From an optimization exercise on the open Yosys and OpenROAD flow, aimed at a short achievable clock period and few clock cycles; shortcuts taken in it are not production practice. Where RTL was checked, it was by simulation tests only, not by an equivalence proof against the original. Power is estimated from default activity; no workload was simulated.

== P ==
Design PMIPSL0, start of the top module:
module PMIPSL0(
	imemaddr,	 
	dmemaddr,	 
	dmemwdata,	 
	dmemwrite,	 
	dmemread,	 
	clock,
	imemrdata,	 
	dmemrdata,	 
	reset		 
	);
clock: 8.0 ns
lec_check: 0
abc_clock_period_in_ps: 2000
cap_margin: 20
core_margin: 2
core_utilization: 40
place_density: 0.6
slew_margin: 20
tns_end_percent: 100
standard.sh (not shown) runs the stock make flow with config.mk's settings and CLKGATE_MAP_FILE= SYNTH_SCRIPT=/design/flow/synth_recipe.tcl, a recipe that flattens the netlist after the stock synthesis.
==> flow/flow/run.sh <==
#!/bin/bash
# Standard ORFS layout (the standard.sh) with two changes to how it is
# made, none to the constraints (the SDC is the standard flow's, unchanged):
#  - timing repair aims below the real clock period (a larger setup margin);
#  - slow wide OR/NOR cells are added to the platform's don't-use list, so
#    synthesis and repair build that logic from faster cells.
set -euo pipefail
PLATFORM_DONT_USE="sky130_fd_sc_hd__probe_p_8 sky130_fd_sc_hd__probec_p_8
 sky130_fd_sc_hd__lpflow_bleeder_1
 sky130_fd_sc_hd__lpflow_clkbufkapwr_1 sky130_fd_sc_hd__lpflow_clkbufkapwr_16
 sky130_fd_sc_hd__lpflow_clkbufkapwr_2 sky130_fd_sc_hd__lpflow_clkbufkapwr_4
 sky130_fd_sc_hd__lpflow_clkbufkapwr_8
 sky130_fd_sc_hd__lpflow_clkinvkapwr_1 sky130_fd_sc_hd__lpflow_clkinvkapwr_16
 sky130_fd_sc_hd__lpflow_clkinvkapwr_2 sky130_fd_sc_hd__lpflow_clkinvkapwr_4
 sky130_fd_sc_hd__lpflow_clkinvkapwr_8
 sky130_fd_sc_hd__lpflow_decapkapwr_12 sky130_fd_sc_hd__lpflow_decapkapwr_3
 sky130_fd_sc_hd__lpflow_decapkapwr_4 sky130_fd_sc_hd__lpflow_decapkapwr_6
 sky130_fd_sc_hd__lpflow_decapkapwr_8
 sky130_fd_sc_hd__lpflow_inputiso0n_1 sky130_fd_sc_hd__lpflow_inputiso0p_1
 sky130_fd_sc_hd__lpflow_inputiso1n_1 sky130_fd_sc_hd__lpflow_inputiso1p_1
 sky130_fd_sc_hd__lpflow_inputisolatch_1
 sky130_fd_sc_hd__lpflow_isobufsrc_1 sky130_fd_sc_hd__lpflow_isobufsrc_16
 sky130_fd_sc_hd__lpflow_isobufsrc_2 sky130_fd_sc_hd__lpflow_isobufsrc_4
 sky130_fd_sc_hd__lpflow_isobufsrc_8 sky130_fd_sc_hd__lpflow_isobufsrckapwr_16
 sky130_fd_sc_hd__lpflow_lsbuf_lh_hl_isowell_tap_1
 sky130_fd_sc_hd__lpflow_lsbuf_lh_hl_isowell_tap_2
 sky130_fd_sc_hd__lpflow_lsbuf_lh_hl_isowell_tap_4
 sky130_fd_sc_hd__lpflow_lsbuf_lh_isowell_4
 sky130_fd_sc_hd__lpflow_lsbuf_lh_isowell_tap_1
 sky130_fd_sc_hd__lpflow_lsbuf_lh_isowell_tap_2
 sky130_fd_sc_hd__lpflow_lsbuf_lh_isowell_tap_4"
SLOW="sky130_fd_sc_hd__or4_1 sky130_fd_sc_hd__or4_2 sky130_fd_sc_hd__or4_4
 sky130_fd_sc_hd__or4b_1 sky130_fd_sc_hd__or4b_2 sky130_fd_sc_hd__or4b_4
 sky130_fd_sc_hd__or4bb_1 sky130_fd_sc_hd__or4bb_2 sky130_fd_sc_hd__or4bb_4
 sky130_fd_sc_hd__nor4_1 sky130_fd_sc_hd__nor4_2 sky130_fd_sc_hd__nor4_4
 sky130_fd_sc_hd__nor4b_1 sky130_fd_sc_hd__nor4b_2 sky130_fd_sc_hd__nor4b_4
 sky130_fd_sc_hd__nor4bb_1 sky130_fd_sc_hd__nor4bb_2 sky130_fd_sc_hd__nor4bb_4
 sky130_fd_sc_hd__o41a_1 sky130_fd_sc_hd__o41a_2 sky130_fd_sc_hd__o41a_4
 sky130_fd_sc_hd__o41ai_1 sky130_fd_sc_hd__o41ai_2 sky130_fd_sc_hd__o41ai_4"
DONT_USE=$(echo $PLATFORM_DONT_USE $SLOW)
bash standard.sh SETUP_SLACK_MARGIN=5.6 TNS_END_PERCENT=100 \
  "DONT_USE_CELLS=$DONT_USE" finish > standard_flow.log 2>&1
--- input diff P..Q ---
--- a/flow/design.v
+++ b/flow/design.v
@@ -90,25 +90,24 @@
 reg [15:1] pc_n;
 wire [15:1] pc = ~pc_n;
 reg        id_valid;
 reg [16:0] id_ins;
 reg [15:1] id_pc;
 reg [15:1] id_pc2;
 reg        id_ubeq;	 
 reg        id_cbeq;	 
 reg [7:1]  id_rs1h, id_rt1h;
 reg        id_pred;		 
 reg [15:1] id_ptgt;		 
 reg        ex_bad;		 
-reg        ex_sdld;		 
 reg        ex_rw;		 
 reg        ex_load;
 reg        ex_store;
 reg [2:0]  ex_dest;
 reg        ex_cbeq;		 
 reg [15:1] ex_tgt;
 reg [15:0] ex_a, ex_b, ex_sd;
 reg        ex_sel_sum, ex_sel_diff, ex_sel_slt, ex_sel_and;
 reg        m_rw;
 reg        m_read;
 reg        m_load_n;
 wire       m_load = ~m_load_n;
@@ -143,25 +142,24 @@
 wire d_rw = (d_rtype | d_lw | d_addi | d_andi) & (d_dest != 3'd0);
 wire d_imm = d_lw | d_sw | d_addi | d_andi;
 wire [8:0] id_bsum = {1'b0, id_pc2[7:1]} + {2'b0, id_ins[6:0]};
 wire [7:0] id_blo = id_bsum[7:0];
 wire [15:8] id_phi = id_pc2[15:8];
 wire [15:8] id_hip = id_phi + 8'd1;
 wire [15:8] id_him = id_phi - 8'd1;
 wire [15:8] id_bhi = id_ins[6] ? (id_blo[7] ? id_phi : id_him)
                                : (id_blo[7] ? id_hip : id_phi);
 wire [15:1] id_btgt = {id_bhi, id_blo[6:0]};
 reg stall_r;
 wire stall = id_valid & stall_r;
-reg sdld_r;
 wire [15:0] A = ex_a;
 wire [15:0] B = ex_b;
 wire [15:0] sum  = ksadd(A, B, 1'b0);
 wire [15:0] diff = ksadd(A, ~B, 1'b1);
 wire [15:0] andv = A & B;
 wire [15:0] sltv = {15'd0, diff[15]};
 wire [15:0] alu = ({16{ex_sel_sum}}  & sum)
                 | ({16{ex_sel_diff}} & diff)
                 | ({16{ex_sel_slt}}  & sltv)
                 | ({16{ex_sel_and}}  & andv);
 wire eq = (A == B);
 wire ex_redirect = (ex_cbeq & eq) | ex_bad;
@@ -267,52 +265,45 @@
 		id_ubeq <= f_beq & f_same;
 		id_cbeq <= f_beq & ~f_same;
 		id_rs1h <= onehot(imemrdata[12:10]);
 		id_rt1h <= onehot(imemrdata[9:7]);
 		id_pred <= f_pred;
 		id_ptgt <= btb_target;
 	end
 wire id_go = id_valid & ~stall & ~ex_redirect;
 wire [2:0] f_rs = imemrdata[12:10];
 wire [2:0] f_rt = imemrdata[9:7];
 wire f_rtype = (f_op == 4'd0) | (f_op == 4'd1) | (f_op == 4'd2);
 wire f_use_rs = ~f_op[3] & ~(f_beq & f_same);
-wire f_use_rt = f_rtype | (f_beq & ~f_same);
+wire f_use_rt = f_rtype | (f_op == 4'd4) | (f_beq & ~f_same);
 wire f_rs0 = (f_rs == 3'd0);
 wire f_rt0 = (f_rt == 3'd0);
 wire f_ecand = f_beq & (f_rs0 ^ f_rt0);
 wire [2:0] f_er = f_rs0 ? f_rt : f_rs;
 always @(posedge clock)
 	if (reset) e_fwd <= 1'b0;
 	else e_fwd <= id_go & d_rw & ~d_lw & f_ecand & (f_er == d_dest);
 always @(posedge clock)
-	if (reset) begin
-		stall_r <= 1'b0;
-		sdld_r <= 1'b0;
-	end else begin
-		stall_r <= id_go & d_lw & d_rw &
-			((f_use_rs & (f_rs == d_dest)) | (f_use_rt & (f_rt == d_dest)));
-		sdld_r <= id_go & d_lw & d_rw & (f_op == 4'd4) & (f_rt == d_dest);
-	end
+	if (reset) stall_r <= 1'b0;
+	else stall_r <= id_go & d_lw & d_rw &
+		((f_use_rs & (f_rs == d_dest)) | (f_use_rt & (f_rt == d_dest)));
 always @(posedge clock)
 	if (reset | ~id_go) begin
 		ex_bad <= 1'b0;
-		ex_sdld <= 1'b0;
 		ex_rw <= 1'b0;
 		ex_load <= 1'b0;
 		ex_store <= 1'b0;
 		ex_cbeq <= 1'b0;
 	end else begin
 		ex_bad <= id_pred & id_ubeq & (id_ptgt != id_btgt);
-		ex_sdld <= sdld_r;
 		ex_rw <= d_rw;
 		ex_load <= d_lw;
 		ex_store <= d_sw;
 		ex_cbeq <= id_cbeq & ~e_ok;
 	end
 always @(posedge clock) begin
 	ex_dest <= d_dest;
 	ex_tgt <= id_btgt;
 	ex_a <= v_a;
 	ex_b <= v_b;
 	ex_sd <= v_sd;
 	ex_sel_sum  <= (op == 4'd0) | d_lw | d_sw | d_addi;
@@ -327,19 +318,19 @@
 		m_load_n <= 1'b1;
 		m_store <= 1'b0;
 	end else begin
 		m_rw <= ex_rw;
 		m_read <= ex_load;
 		m_load_n <= ~ex_load;
 		m_store <= ex_store;
 	end
 always @(posedge clock) begin
 	m_dest <= ex_dest;
 	m_addr <= alu;
 	m_res_n <= ~alu;
-	m_sd <= ex_sdld ? dmemrdata : ex_sd;
+	m_sd <= ex_sd;
 end
 assign dmemaddr = m_addr;
 assign dmemwdata = m_sd;
 assign dmemwrite = m_store;
 assign dmemread = m_read;
 endmodule
Findings:
Q ran to completion and came out clean on the timing, DRC and antenna checks.
Diff P -> Q: multi-input gate count increased 79, number of enable-type register cells in the synthesized netlist flat, cell area power density went up about 5.6%, power has increased, post-cts repair resize count climbed 188.
Testbench counts of Q, summed over its fixed seeds: cycles 110,368.
Only the layout flow was run in P; the RTL was not checked for function there.


Setup of rev 12:
Another version of the RTL of PMIPSL0 (not shown whole).
For scale: roughly 430 flip-flops, ~85 I/O pins.
export LEC_CHECK = 0
export ABC_CLOCK_PERIOD_IN_PS = 2000
export CAP_MARGIN = 20
export CORE_MARGIN = 2
export CORE_UTILIZATION = 40
export PLACE_DENSITY = 0.6
export SLEW_MARGIN = 20
export TNS_END_PERCENT = 100
create_clock -name core_clock -period 8.0 [get_ports {clock}]
==> flow/flow/run.sh <==
#!/bin/bash
# Standard ORFS layout (the standard.sh) with two changes to how it is
# made, none to the constraints (the SDC is the standard flow's, unchanged):
#  - timing repair aims below the real clock period (a larger setup margin);
#  - slow wide OR/NOR cells, and the adder and majority cells, are added to
#    the platform's don't-use list, so synthesis and repair build that logic
#    (adders included) from faster gates.
set -euo pipefail
PLATFORM_DONT_USE="sky130_fd_sc_hd__probe_p_8 sky130_fd_sc_hd__probec_p_8
 sky130_fd_sc_hd__lpflow_bleeder_1
 sky130_fd_sc_hd__lpflow_clkbufkapwr_1 sky130_fd_sc_hd__lpflow_clkbufkapwr_16
 sky130_fd_sc_hd__lpflow_clkbufkapwr_2 sky130_fd_sc_hd__lpflow_clkbufkapwr_4
 sky130_fd_sc_hd__lpflow_clkbufkapwr_8
 sky130_fd_sc_hd__lpflow_clkinvkapwr_1 sky130_fd_sc_hd__lpflow_clkinvkapwr_16
 sky130_fd_sc_hd__lpflow_clkinvkapwr_2 sky130_fd_sc_hd__lpflow_clkinvkapwr_4
 sky130_fd_sc_hd__lpflow_clkinvkapwr_8
 sky130_fd_sc_hd__lpflow_decapkapwr_12 sky130_fd_sc_hd__lpflow_decapkapwr_3
 sky130_fd_sc_hd__lpflow_decapkapwr_4 sky130_fd_sc_hd__lpflow_decapkapwr_6
 sky130_fd_sc_hd__lpflow_decapkapwr_8
 sky130_fd_sc_hd__lpflow_inputiso0n_1 sky130_fd_sc_hd__lpflow_inputiso0p_1
 sky130_fd_sc_hd__lpflow_inputiso1n_1 sky130_fd_sc_hd__lpflow_inputiso1p_1
 sky130_fd_sc_hd__lpflow_inputisolatch_1
 sky130_fd_sc_hd__lpflow_isobufsrc_1 sky130_fd_sc_hd__lpflow_isobufsrc_16
 sky130_fd_sc_hd__lpflow_isobufsrc_2 sky130_fd_sc_hd__lpflow_isobufsrc_4
 sky130_fd_sc_hd__lpflow_isobufsrc_8 sky130_fd_sc_hd__lpflow_isobufsrckapwr_16
 sky130_fd_sc_hd__lpflow_lsbuf_lh_hl_isowell_tap_1
 sky130_fd_sc_hd__lpflow_lsbuf_lh_hl_isowell_tap_2
 sky130_fd_sc_hd__lpflow_lsbuf_lh_hl_isowell_tap_4
 sky130_fd_sc_hd__lpflow_lsbuf_lh_isowell_4
 sky130_fd_sc_hd__lpflow_lsbuf_lh_isowell_tap_1
 sky130_fd_sc_hd__lpflow_lsbuf_lh_isowell_tap_2
 sky130_fd_sc_hd__lpflow_lsbuf_lh_isowell_tap_4"
SLOW="sky130_fd_sc_hd__or4_1 sky130_fd_sc_hd__or4_2 sky130_fd_sc_hd__or4_4
 sky130_fd_sc_hd__or4b_1 sky130_fd_sc_hd__or4b_2 sky130_fd_sc_hd__or4b_4
 sky130_fd_sc_hd__or4bb_1 sky130_fd_sc_hd__or4bb_2 sky130_fd_sc_hd__or4bb_4
 sky130_fd_sc_hd__nor4_1 sky130_fd_sc_hd__nor4_2 sky130_fd_sc_hd__nor4_4
 sky130_fd_sc_hd__nor4b_1 sky130_fd_sc_hd__nor4b_2 sky130_fd_sc_hd__nor4b_4
 sky130_fd_sc_hd__nor4bb_1 sky130_fd_sc_hd__nor4bb_2 sky130_fd_sc_hd__nor4bb_4
 sky130_fd_sc_hd__o41a_1 sky130_fd_sc_hd__o41a_2 sky130_fd_sc_hd__o41a_4
 sky130_fd_sc_hd__o41ai_1 sky130_fd_sc_hd__o41ai_2 sky130_fd_sc_hd__o41ai_4
 sky130_fd_sc_hd__fa_1 sky130_fd_sc_hd__fa_2 sky130_fd_sc_hd__fa_4
 sky130_fd_sc_hd__ha_1 sky130_fd_sc_hd__ha_2 sky130_fd_sc_hd__ha_4
 sky130_fd_sc_hd__maj3_1 sky130_fd_sc_hd__maj3_2 sky130_fd_sc_hd__maj3_4"
DONT_USE=$(echo $PLATFORM_DONT_USE $SLOW)
bash standard.sh SETUP_SLACK_MARGIN=5.6 TNS_END_PERCENT=100 \
  "DONT_USE_CELLS=$DONT_USE" finish > standard_flow.log 2>&1
The inputs of rev 13 differ from those of rev 12 as listed below.
diff --git a/flow/design.v b/flow/design.v
--- a/flow/design.v
+++ b/flow/design.v
@@ -94,18 +94,19 @@
 reg [15:1] id_pc;
 reg [15:1] id_pc2;
 reg        id_ubeq;	 
 reg        id_cbeq;	 
 reg [7:1]  id_rs1h, id_rt1h;
 reg        id_pred;		 
 reg [6:0]  id_pimm;		 
 reg        ex_bad;		 
 reg        ex_sdld;		 
+reg [15:8] id_hip, id_him;	 
 reg        ex_rw;		 
 reg        ex_load;
 reg        ex_store;
 reg [2:0]  ex_dest;
 reg        ex_cbeq;		 
 reg [15:1] ex_tgt;
 reg [15:0] ex_a, ex_b, ex_sd;
 reg        ex_sel_sum, ex_sel_diff, ex_sel_slt, ex_sel_and;
 reg        m_rw;
@@ -139,20 +140,18 @@
 wire d_andi  = (op == 4'd7);
 wire d_use_rs = d_rtype | d_lw | d_sw | id_cbeq | d_addi | d_andi;
 wire d_use_rt = d_rtype | d_sw | id_cbeq;
 wire [2:0] d_dest = d_rtype ? rd : rt;
 wire d_rw = (d_rtype | d_lw | d_addi | d_andi) & (d_dest != 3'd0);
 wire d_imm = d_lw | d_sw | d_addi | d_andi;
 wire [8:0] id_bsum = {1'b0, id_pc2[7:1]} + {2'b0, id_ins[6:0]};
 wire [7:0] id_blo = id_bsum[7:0];
 wire [15:8] id_phi = id_pc2[15:8];
-wire [15:8] id_hip = id_phi + 8'd1;
-wire [15:8] id_him = id_phi - 8'd1;
 wire [15:8] id_bhi = id_ins[6] ? (id_blo[7] ? id_phi : id_him)
                                : (id_blo[7] ? id_hip : id_phi);
 wire [15:1] id_btgt = {id_bhi, id_blo[6:0]};
 reg stall_r;
 wire stall = id_valid & stall_r;
 reg sdld_r;
 wire [15:0] A = ex_a;
 wire [15:0] B = ex_b;
 wire [15:0] sum  = ksadd(A, B, 1'b0);
@@ -227,26 +226,28 @@
 		btb_imm[btb_ptr] <= id_ins[6:0];
 	end
 wire [15:1] pc2 = pc + 15'd1;
 wire [3:0] f_op = imemrdata[16:13];
 wire f_j = f_op[3] & ~f_op[2] & ~(f_op[1] & f_op[0]);	 
 wire f_beq = (f_op == 4'd5);
 wire f_same = (imemrdata[12:10] == imemrdata[9:7]);
 wire [15:1] f_jtgt = {1'b0, pc2[15:14], imemrdata[11:0]};
 wire f_pred = btb_hit & ~f_j;
-wire id_redir0 = id_valid & ~stall & (id_ubeq ^ id_pred);
-wire [15:1] pc_rest = id_redir0 ? (id_ubeq ? id_btgt : id_pc2)
-                    : stall ? pc
-                    : f_j ? f_jtgt
-                    : btb_hit ? btb_target
-                    : pc2;
-wire e_take = id_valid & ~stall & e_taken;
-wire [15:1] pc_next = ex_redirect ? ex_tgt : (e_take ? id_btgt : pc_rest);
+wire s_ex   = ex_redirect;
+wire s_id   = ~s_ex & id_redirect;
+wire s_hold = ~s_ex & ~id_redirect & stall;
+wire s_f    = ~s_ex & ~id_redirect & ~stall;
+wire [15:1] pc_next = ({15{s_ex}} & ex_tgt)
+                    | ({15{s_id}} & id_rtgt)
+                    | ({15{s_hold}} & pc)
+                    | ({15{s_f & f_j}} & f_jtgt)
+                    | ({15{s_f & ~f_j & btb_hit}} & btb_target)
+                    | ({15{s_f & ~f_j & ~btb_hit}} & pc2);
 always @(posedge clock)
 	if (reset) begin
 		pc_o <= 15'd0;
 		pc_n <= 15'h7fff;
 	end else begin
 		pc_o <= pc_next;
 		pc_n <= ~pc_next;
 	end
 assign imemaddr = {pc_o, 1'b0};
@@ -258,18 +259,20 @@
 		id_ins <= imemrdata;
 		id_pc <= pc;
 		id_pc2 <= pc2;
 		id_ubeq <= f_beq & f_same;
 		id_cbeq <= f_beq & ~f_same;
 		id_rs1h <= onehot(imemrdata[12:10]);
 		id_rt1h <= onehot(imemrdata[9:7]);
 		id_pred <= f_pred;
 		id_pimm <= btb_pimm;
+		id_hip <= pc2[15:8] + 8'd1;
+		id_him <= pc2[15:8] - 8'd1;
 	end
 wire id_go = id_valid & ~stall & ~ex_redirect;
 wire [2:0] f_rs = imemrdata[12:10];
 wire [2:0] f_rt = imemrdata[9:7];
 wire f_rtype = (f_op == 4'd0) | (f_op == 4'd1) | (f_op == 4'd2);
 wire f_use_rs = ~f_op[3] & ~(f_beq & f_same);
 wire f_use_rt = f_rtype | (f_beq & ~f_same);
 wire f_rs0 = (f_rs == 3'd0);
 wire f_rt0 = (f_rt == 3'd0);
==> comparison <==
- Clock skew in rev 13 vs rev 12: up 0.0083 ns
- Source-to-sink clock delay at the later pin of the worst-skew pair (lower): rev 12
- Against rev 12, rev 13 comes in 2.4 points higher on global routing met2 resource utilization.
- Relative contribution of sequential cells to total power in rev 13 is 0.7 points below rev 12.
- Diff rev 12 -> rev 13: clock power up about 5%; wire length reported by the detailed router has increased; synthesized cell count shows an increase of about 2%.
- Diff rev 12 -> rev 13: violation count after the first detailed-route iteration went up 404, share of the synthesized area in compound gates (AO/OA/AOI/OAI) increased by 0.92 points relative to the old numbers.
No functional check of the RTL was part of any run of this note.

what the ideal ports hide:
No port has a modelled driver above. Below, the same layouts with a new extraction and two added sets of constraints. Step 1 sets driving cells, clkbuf_16 on the clock port and buf_2 on the other inputs (assumed; they add their load-dependent delay and slew). Step 2 also shifts input and output timing later by t, the mid clock arrival at the registers, as if the neighbouring blocks saw the same clock. Three values: ideal, step 1, step 2; two values: the first two.
| run | shift t [ns] | setup WS [ns] | slew at the worst register clock pin (ns) |
|---|---|---|---|
| P | 0.633 | 5.082 / 5.082 / 4.551 | 0.06 / 0.06 |
| Q | 0.645 | 5.192 / 5.192 / 4.639 | 0.06 / 0.06 |
| rev 12 | 0.635 | 4.919 / 4.919 / 4.583 | 0.07 / 0.07 |
| rev 13 | 0.651 | 5.045 / 5.045 / 4.617 | 0.07 / 0.07 |
After both steps setup and hold are still met in every run listed. For Q, which loses most, drivers alone change the setup slack by 0.000 ns; drivers and shift together by -0.553 ns.
